Source: an optimization exercise on an open RTL-to-GDS flow (aim: small area). Production flows keep margins and buffers that such runs may drop. Function was checked by simulation only, so behaviour that the tests miss may differ from the original.

==> inputs of willow <==
==> flow/design.v <==
module baud_tick_gen(
    input clock,
    input reset,
    output baud_tick
);
localparam BAUD_RATE=9600;
localparam MASTER_CLK=50000000;
localparam BIT_DIVISOR=325;
reg [8:0] baud_counter;
assign baud_tick = (baud_counter==BIT_DIVISOR);
always @(posedge clock)
begin
    if (reset)
        baud_counter<=9'b0;
    else
        if (baud_counter==BIT_DIVISOR)
            baud_counter<=9'b0;
        else
            baud_counter<=baud_counter+9'b1;
end
endmodule
module uart_rx(
    input b_tick,
    input clock,
    input reset,
    input rx,
    input fifo_full,
    input clear_flags,
    output reg [7:0] data_out,
    output [3:0] LSR
);
reg rx_done, buffer_overrun, parity_error, framing_error;
assign LSR = {framing_error, parity_error, buffer_overrun, rx_done};
reg sync_rx, i_rx;
always @(posedge clock) begin
    sync_rx <= rx;
    i_rx <= sync_rx;
end
reg [3:0] b, cnt;
wire idle  = (b == 4'd3);
wire start = (b == 4'd7);
wire last  = b_tick & (cnt == 4'd15);
always @(posedge clock) begin
    if (reset)
        b <= 4'd3;
    else if (idle) begin
        if (!i_rx) begin
            b <= 4'd7;
            cnt <= 4'd7;
        end
    end else if (b_tick) begin
        if (start & cnt[3] & cnt[0] & i_rx)
            b <= 4'd3;
        else
            {b, cnt} <= {b, cnt} + 8'd1;
    end
end
always @(posedge clock) begin
    if (reset)
        data_out <= 8'd0;
    else if (idle & !i_rx)
        data_out <= 8'd0;
    else if (last & b[3])
        data_out <= {i_rx, data_out[7:1]};
end
always @(posedge clock) begin
    if (reset | clear_flags) begin
        rx_done <= 1'b0;
        buffer_overrun <= 1'b0;
        parity_error <= 1'b0;
        framing_error <= 1'b0;
    end else if (last) begin
        if (b == 4'd0 && (i_rx != ^data_out))
            parity_error <= 1'b1;
        if ((b == 4'd1 || b == 4'd2) && !i_rx)
            framing_error <= 1'b1;
        if (b == 4'd2) begin
            rx_done <= 1'b1;
            if (fifo_full)
                buffer_overrun <= 1'b1;
        end
    end
end
endmodule
module fifo(
    input reset,
          clock,
          wr_en,
          rd_en,
    input [11:0] data_in,
    output [11:0] data_out,
    output empty, full
);
reg [2:0] wptr, last;
reg valid;
reg [11:0] mem [0:7];
assign full  = (wptr == last);
assign empty = (wptr == last + 3'd1);
always @(posedge clock) begin
    if (wr_en && !full)
        mem[wptr] <= data_in;
end
always @(posedge clock) begin
    if (reset) begin
        wptr <= 3'd0;
        last <= 3'd7;
        valid <= 1'b0;
    end else begin
        if (wr_en && !full)
            wptr <= wptr + 3'd1;
        if (rd_en && !empty) begin
            last <= last + 3'd1;
            valid <= 1'b1;
        end
    end
end
assign data_out = valid ? mem[last] : 12'd0;
endmodule
module fifo8(
    input reset,
          clock,
          wr_en,
          rd_en,
    input [7:0] data_in,
    output [7:0] data_out,
    output empty, full
);
reg [2:0] wptr, last;
reg [7:0] mem [0:7];
assign full  = (wptr == last);
assign empty = (wptr == last + 3'd1);
always @(posedge clock) begin
    if (wr_en && !full)
        mem[wptr] <= data_in;
end
always @(posedge clock) begin
    if (reset) begin
        wptr <= 3'd0;
        last <= 3'd7;
    end else begin
        if (wr_en && !full)
            wptr <= wptr + 3'd1;
        if (rd_en)
            last <= last + 3'd1;
    end
end
assign data_out = mem[last];
endmodule
module uart_tx(
    input b_tick,
          clock,
          reset,
          fifo_empty,
    input [7:0] data_in,
    output fifo_read,
    output tx
);
reg [3:0] b, cnt;
wire idle = (b == 4'd3);
assign fifo_read = idle & (cnt == 4'd2);
always @(posedge clock) begin
    if (reset) begin
        b <= 4'd3;
        cnt <= 4'd1;
    end else if (idle) begin
        if (cnt == 4'd3) begin
            b <= 4'd7;
            cnt <= 4'd0;
        end else if (cnt != 4'd1 || !fifo_empty)
            cnt <= cnt + 4'd1;
    end else if (b_tick)
        {b, cnt} <= {b, cnt} + 8'd1;
end
assign tx = (b == 4'd7) ? 1'b0 :
            b[3]        ? data_in[b[2:0]] :
            (b == 4'd0) ? ^data_in : 1'b1;
endmodule
module uart(
input clock,reset,
output tx,
input  rx,
output rx_empty,
input rd_uart,
output [7:0] data_out,
output [7:0] data_LSR,
output tx_full,
input wr_uart,
input [7:0] data_in
);
wire b_tick;
wire fifo_full;
wire [7:0] data_r;
wire [3:0] LSR;
reg clear_flags;
reg rx_wr_en;
reg rx_wr_flag;
wire [7:0] tx_data;
wire tx_fifo_read;
wire tx_empty;
baud_tick_gen U0(.clock(clock),.reset(reset),.baud_tick(b_tick));
uart_rx U1(.clock(clock),.reset(reset),.b_tick(b_tick),.rx(rx),.fifo_full(fifo_full),.data_out(data_r),.LSR(LSR),.clear_flags(clear_flags));
fifo U2(.clock(clock),.reset(reset),.empty(rx_empty),.full(fifo_full),.wr_en(rx_wr_en),.rd_en(rd_uart),.data_in({data_r,LSR}),.data_out({data_out,data_LSR[3:0]}));
uart_tx U3(.clock(clock),.reset(reset),.b_tick(b_tick),.tx(tx),.data_in(tx_data),.fifo_empty(tx_empty),.fifo_read(tx_fifo_read));
fifo8 U4(.clock(clock),.reset(reset),.empty(tx_empty),.full(tx_full),.wr_en(wr_uart),.rd_en(tx_fifo_read),.data_in(data_in),.data_out(tx_data));
assign data_LSR[7:4] = 4'b0000;
always @(posedge clock) begin
    if (reset) begin
        rx_wr_en <= 1'b0;
        clear_flags <= 1'b0;
        rx_wr_flag <= 1'b0;
    end else begin
        if (LSR[0]) begin
            if (!fifo_full && !rx_wr_flag) begin
                rx_wr_en <= 1'b1;
                rx_wr_flag <= 1'b1;
            end else begin
                rx_wr_en <= 1'b0;
                clear_flags <= 1'b1;
            end
        end else begin
            clear_flags <= 1'b0;
            rx_wr_flag <= 1'b0;
            rx_wr_en <= 1'b0;
        end
    end
end
endmodule
==> flow/run.sh <==
#!/bin/bash
# synth_recipe.tcl (not shown) runs the flow's synth.tcl, then flattens the netlist and writes it again
# the make line also repeats each setting of config.mk as NAME=value (left out here)
make -C /OpenROAD-flow-scripts/flow DESIGN_CONFIG=/design/flow/config.mk WORK_HOME=/design/flow/orfs CLKGATE_MAP_FILE= SYNTH_SCRIPT=/design/flow/synth_recipe.tcl finish
==> flow/config.mk <==
export PLATFORM = sky130hd
export DESIGN_NAME = uart
export DESIGN_NICKNAME = uart
export VERILOG_FILES = /design/flow/design.v
export SDC_FILE = /design/flow/constraint.sdc
export NUM_CORES = 4
export LEC_CHECK = 0
export CAP_MARGIN = 20
export CORE_MARGIN = 2
export CORE_UTILIZATION = 40
export SLEW_MARGIN = 20
==> flow/constraint.sdc <==
create_clock -name core_clock -period 10.0 [get_ports {clock}]
set_input_delay 2.0000 -clock core_clock [delete_from_list [all_inputs] [get_ports {clock}]]
set_output_delay 2.0000 -clock core_clock [all_outputs]
set_load 0.01 [all_outputs]
==> umber: changes against willow <==
==> flow/design.v, changed modules only <==
module baud_tick_gen(
    input clock,
    input reset,
    output baud_tick
);
reg [8:0] lfsr;
assign baud_tick = (lfsr == 9'd28);
always @(posedge clock) begin
    if (reset || baud_tick)
        lfsr <= 9'd0;
    else
        lfsr <= {lfsr[7:0], ~(lfsr[8] ^ lfsr[4])};
end
endmodule
module uart_rx(
    input b_tick,
    input clock,
    input reset,
    input rx,
    input fifo_full,
    input clear_flags,
    output reg [7:0] data_out,
    output clr_data,
    output [3:0] LSR
);
reg rx_done, buffer_overrun, parity_error, framing_error;
assign LSR = {framing_error, parity_error, buffer_overrun, rx_done};
reg sync_rx, i_rx;
always @(posedge clock) begin
    sync_rx <= rx;
    i_rx <= sync_rx;
end
reg [3:0] b, cnt;
wire idle  = (b == 4'd3);
wire start = (b == 4'd7);
wire last  = b_tick & (cnt == 4'd15);
always @(posedge clock) begin
    if (reset)
        b <= 4'd3;
    else if (idle) begin
        if (!i_rx) begin
            b <= 4'd7;
            cnt <= 4'd7;
        end
    end else if (b_tick) begin
        if (start & cnt[3] & cnt[0] & i_rx)
            b <= 4'd3;
        else
            {b, cnt} <= {b, cnt} + 8'd1;
    end
end
assign clr_data = start;
always @(posedge clock) begin
    if (last & b[3])
        data_out <= {i_rx, data_out[7:1]};
end
always @(posedge clock) begin
    if (reset | clear_flags)
        rx_done <= 1'b0;
    else if (last & (b == 4'd2))
        rx_done <= 1'b1;
end
always @(posedge clock) begin
    if (last) begin
        if (b == 4'd8)
            parity_error <= i_rx;
        else if (b[3] || b == 4'd0)
            parity_error <= parity_error ^ i_rx;
        if (b == 4'd1)
            framing_error <= !i_rx;
        else if (b == 4'd2 && !i_rx)
            framing_error <= 1'b1;
        if (b == 4'd2)
            buffer_overrun <= fifo_full;
    end
end
endmodule
module fifo(
    input reset,
          clock,
          wr_en,
          rd_en,
    input [11:0] data_in,
    input clr_data,
    output reg [11:0] data_out,
    output empty, full
);
reg [2:0] wpos, lpos;
reg valid, pending, hold_clr;
reg hold_done;
reg [11:0] ring [0:7];
assign full  = (wpos == lpos);
assign empty = (wpos == lpos + 3'd1);
wire push = wr_en & !full;
wire pop  = rd_en & !empty;
wire [11:0] held = {data_in[11:4] & {8{!hold_clr}}, data_in[3:1] & {3{hold_done}}, hold_done};
wire store = pending & (wpos == 3'd0);
integer i;
always @(posedge clock) begin
    ring[0] <= store ? held : ring[7];
    for (i = 1; i < 8; i = i + 1)
        ring[i] <= ring[i-1];
end
always @(posedge clock) begin
    if (push) begin
        hold_done <= data_in[0];
        hold_clr <= clr_data;
    end
end
always @(posedge clock) begin
    if (reset) begin
        wpos <= 3'd0;
        lpos <= 3'd7;
        valid <= 1'b0;
        pending <= 1'b0;
    end else begin
        wpos <= wpos + {1'b0, push, !push};
        lpos <= lpos + {1'b0, pop, !pop};
        if (pop)
            valid <= 1'b1;
        if (push)
            pending <= 1'b1;
        else if (store)
            pending <= 1'b0;
    end
end
always @(*) begin
    data_out = 12'd0;
    if (valid) begin
        if (pending & empty)
            data_out = held;
        else
            for (i = 0; i < 8; i = i + 1)
                data_out = data_out | ({12{lpos == i}} & ring[i]);
    end
end
endmodule
module fifo8(
    input reset,
          clock,
          wr_en,
          rd_en,
    input [7:0] data_in,
    output reg [7:0] data_out,
    output empty, full
);
reg [3:0] count;
function [7:0] slot;
    input [3:0] q;
    slot = {~q[2] & q[3], q[2] & ~q[1], q[1] & ~q[0], q[0] & q[3],
            ~q[3] & q[2], ~q[2] & q[1], ~q[1] & q[0], ~q[0] & ~q[3]};
endfunction
wire [7:0] sel = slot(count);
reg [7:0] mem [0:7];
assign full  = sel[7];
assign empty = sel[0];
wire push = wr_en & !full;
integer i;
always @(posedge clock) begin
    if (push) begin
        mem[0] <= data_in;
        for (i = 1; i < 8; i = i + 1)
            mem[i] <= mem[i-1];
    end
end
always @(posedge clock) begin
    if (reset)
        count <= 4'b0000;
    else if (push & !rd_en)
        count <= {count[2:0], ~count[3]};
    else if (rd_en & !push)
        count <= {~count[0], count[3:1]};
end
always @(*) begin
    data_out = 8'd0;
    for (i = 0; i < 8; i = i + 1)
        data_out = data_out | ({8{sel[i]}} & mem[i]);
end
endmodule
module uart(
input clock,reset,
output tx,
input  rx,
output rx_empty,
input rd_uart,
output [7:0] data_out,
output [7:0] data_LSR,
output tx_full,
input wr_uart,
input [7:0] data_in
);
wire b_tick;
wire fifo_full;
wire [7:0] data_r;
wire [3:0] LSR;
wire rx_clr;
reg clear_flags;
reg rx_wr_en;
reg rx_wr_flag;
wire [7:0] tx_data;
wire tx_fifo_read;
wire tx_empty;
baud_tick_gen U0(.clock(clock),.reset(reset),.baud_tick(b_tick));
uart_rx U1(.clock(clock),.reset(reset),.b_tick(b_tick),.rx(rx),.fifo_full(fifo_full),.data_out(data_r),.LSR(LSR),.clr_data(rx_clr),.clear_flags(clear_flags));
fifo U2(.clock(clock),.reset(reset),.empty(rx_empty),.full(fifo_full),.wr_en(rx_wr_en),.rd_en(rd_uart),.data_in({data_r,LSR}),.clr_data(rx_clr),.data_out({data_out,data_LSR[3:0]}));
uart_tx U3(.clock(clock),.reset(reset),.b_tick(b_tick),.tx(tx),.data_in(tx_data),.fifo_empty(tx_empty),.fifo_read(tx_fifo_read));
fifo8 U4(.clock(clock),.reset(reset),.empty(tx_empty),.full(tx_full),.wr_en(wr_uart),.rd_en(tx_fifo_read),.data_in(data_in),.data_out(tx_data));
assign data_LSR[7:4] = 4'b0000;
always @(posedge clock) begin
    if (reset) begin
        rx_wr_en <= 1'b0;
        clear_flags <= 1'b0;
        rx_wr_flag <= 1'b0;
    end else begin
        if (LSR[0]) begin
            if (!fifo_full && !rx_wr_flag) begin
                rx_wr_en <= 1'b1;
                rx_wr_flag <= 1'b1;
            end else begin
                rx_wr_en <= 1'b0;
                clear_flags <= 1'b1;
            end
        end else begin
            clear_flags <= 1'b0;
            rx_wr_flag <= 1'b0;
            rx_wr_en <= 1'b0;
        end
    end
end
endmodule
==> flow/flow/run.sh (new file) <==
#!/bin/bash
# The standard layout (standard.sh), with these changes:
# - synthesis maps the combinational logic with an area-oriented ABC script
#   (flow/synth.tcl, flow/abc_area.script); registers are mapped as in the
#   standard synthesis;
# - clock tree synthesis inserts no dummy loads;
# - the ports are buffered with buf_1.
# All tool output goes to standard.log here and to ORFS's logs under orfs/.
set -euo pipefail
export FLOW_WORK=$PWD
export FLOW_ABC_SCRIPT=$PWD/flow/abc_area.script
bash standard.sh \
  "SYNTH_SCRIPT=$PWD/flow/synth.tcl" \
  "CTS_ARGS=-sink_clustering_enable -repair_clock_nets -dont_use_dummy_load -buf_list sky130_fd_sc_hd__clkbuf_8 -sink_clustering_size 16 -sink_clustering_max_diameter 50" \
  "BUFFER_PORTS_ARGS=-buffer_cell sky130_fd_sc_hd__buf_1" \
  finish > standard.log 2>&1
==> flow/flow/abc_area.script (new file) <==
&get -n
&st
&dch
&nf -R 1000
&put
==> flow/flow/synth.tcl (new file) <==
# The standard flow's synthesis script, with one change: the technology mapping of the
# combinational logic runs ABC with flow/abc_area.script (area-oriented
# mapping with area recovery) instead of ORFS's speed script. The flip-flops
# are mapped before this step and are left as they are.
proc abc {args} {
  set i [lsearch $args -script]
  if {$i >= 0} { lset args [expr {$i + 1}] $::env(FLOW_ABC_SCRIPT) }
  yosys abc {*}$args
}
source $::env(FLOW_WORK)/synth_recipe.tcl
==> flow/standard.sh (new file) <==
#!/bin/bash
# synth_recipe.tcl (not shown) runs the flow's synth.tcl, then flattens the netlist and writes it again
# the make line also repeats each setting of config.mk as NAME=value (left out here)
make -C /OpenROAD-flow-scripts/flow DESIGN_CONFIG=/design/flow/config.mk WORK_HOME=/design/flow/orfs CLKGATE_MAP_FILE= SYNTH_SCRIPT=/design/flow/synth_recipe.tcl "${@:-finish}"
CORE_UTILIZATION = 78   (was 40)
CTS_BUF_LIST = sky130_fd_sc_hd__clkbuf_8   (was default)
CTS_CLUSTER_DIAMETER = 50   (was default)
CTS_CLUSTER_SIZE = 16   (was default)
removed: flow/run.sh
==> indigo: changes against willow <==
CORE_UTILIZATION = 60   (was 40)
CTS_BUF_LIST = sky130_fd_sc_hd__clkbuf_2 sky130_fd_sc_hd__clkbuf_4 sky130_fd_sc_hd__clkbuf_8   (was default)
==> flow_summary.yaml <==
outcome:
  status: "complete, no violations"
power_and_ir_drop:
  p_int_mw: 1.70
  power_density_mw_per_mm2: 225
synth:
  synth_commonest_cells: "edfxtp_1 (164), dfxtp_1 (57), nor2_1 (50)"
  synthesis.area_mm2: 0.00905
  synth_most_common_cell: "edfxtp_1"
worst_setup_path:
  worst-path-max-fanout: 14
global_routing:
  grt_pass1_vias: 5273
layout:
  multi_input_cells: 359
# the run above: indigo

==> flow_summary.yaml <==
layout:
  multi_input_cells: 352
  nonClkBufAreaFrac_pct: 1.83
synth:
  synth_commonest_cells: "dfxtp_1 (135), edfxtp_1 (81), a21oi_1 (51)"
  synthesis.area_mm2: 0.00747
  synth_most_common_cell: "dfxtp_1"
power_and_ir_drop:
  p_int_mw: 1.32
  power_density_mw_per_mm2: 235
outcome:
  status: "complete, no violations"
worst_setup_path:
  worst-path-max-fanout: 24
# the run above: umber

==> flow_summary.yaml <==
power_and_ir_drop:
  power_density_mw_per_mm2: 237
  p_leak_nw: 3.72
  p_int_mw: 1.87
  switchingPower_mw: 0.612
global_routing:
  grt_pass1_vias: 5086
layout:
  nets: 682
  multi_input_cells: 359
routing:
  drt_iter0_drc: 309
synth:
  synth_most_common_cell: "edfxtp_1"
  synth_commonest_cells: "edfxtp_1 (164), dfxtp_1 (57), nor2_1 (50)"
outcome:
  status: "complete, no violations"
sta:
  setup_tns_ns: 0
min_path:
  hold_path_startpoint: "U1.sync_rx$_DFF_P_"
worst_setup_path:
  worst-path-max-fanout: 14
# the run above: willow

==> port drivers added, routing unchanged <==
In the flow no input, the clock included, has a driving cell. The finished layouts below were timed again as built, in two steps. Step 1 assumes that a clkbuf_16 drives the clock port and a buf_2 every other input. Step 2 times the ports against the registers' clock, not the clock port: input delays grow and output delays shrink by t, the midpoint of the rising clock arrivals with the driver on. Three values: ideal, step 1, step 2; two values: the first two.
run	shift t [ns]	slack for setup (ns)	worst data-port slew with drivers (ns)
willow	0.546	4.428 / 4.386 / 4.932	0.04
umber	0.504	4.587 / 4.556 / 5.060	0.04
indigo	0.554	4.404 / 4.366 / 4.921	0.04
After both steps setup and hold are still met in every run listed.
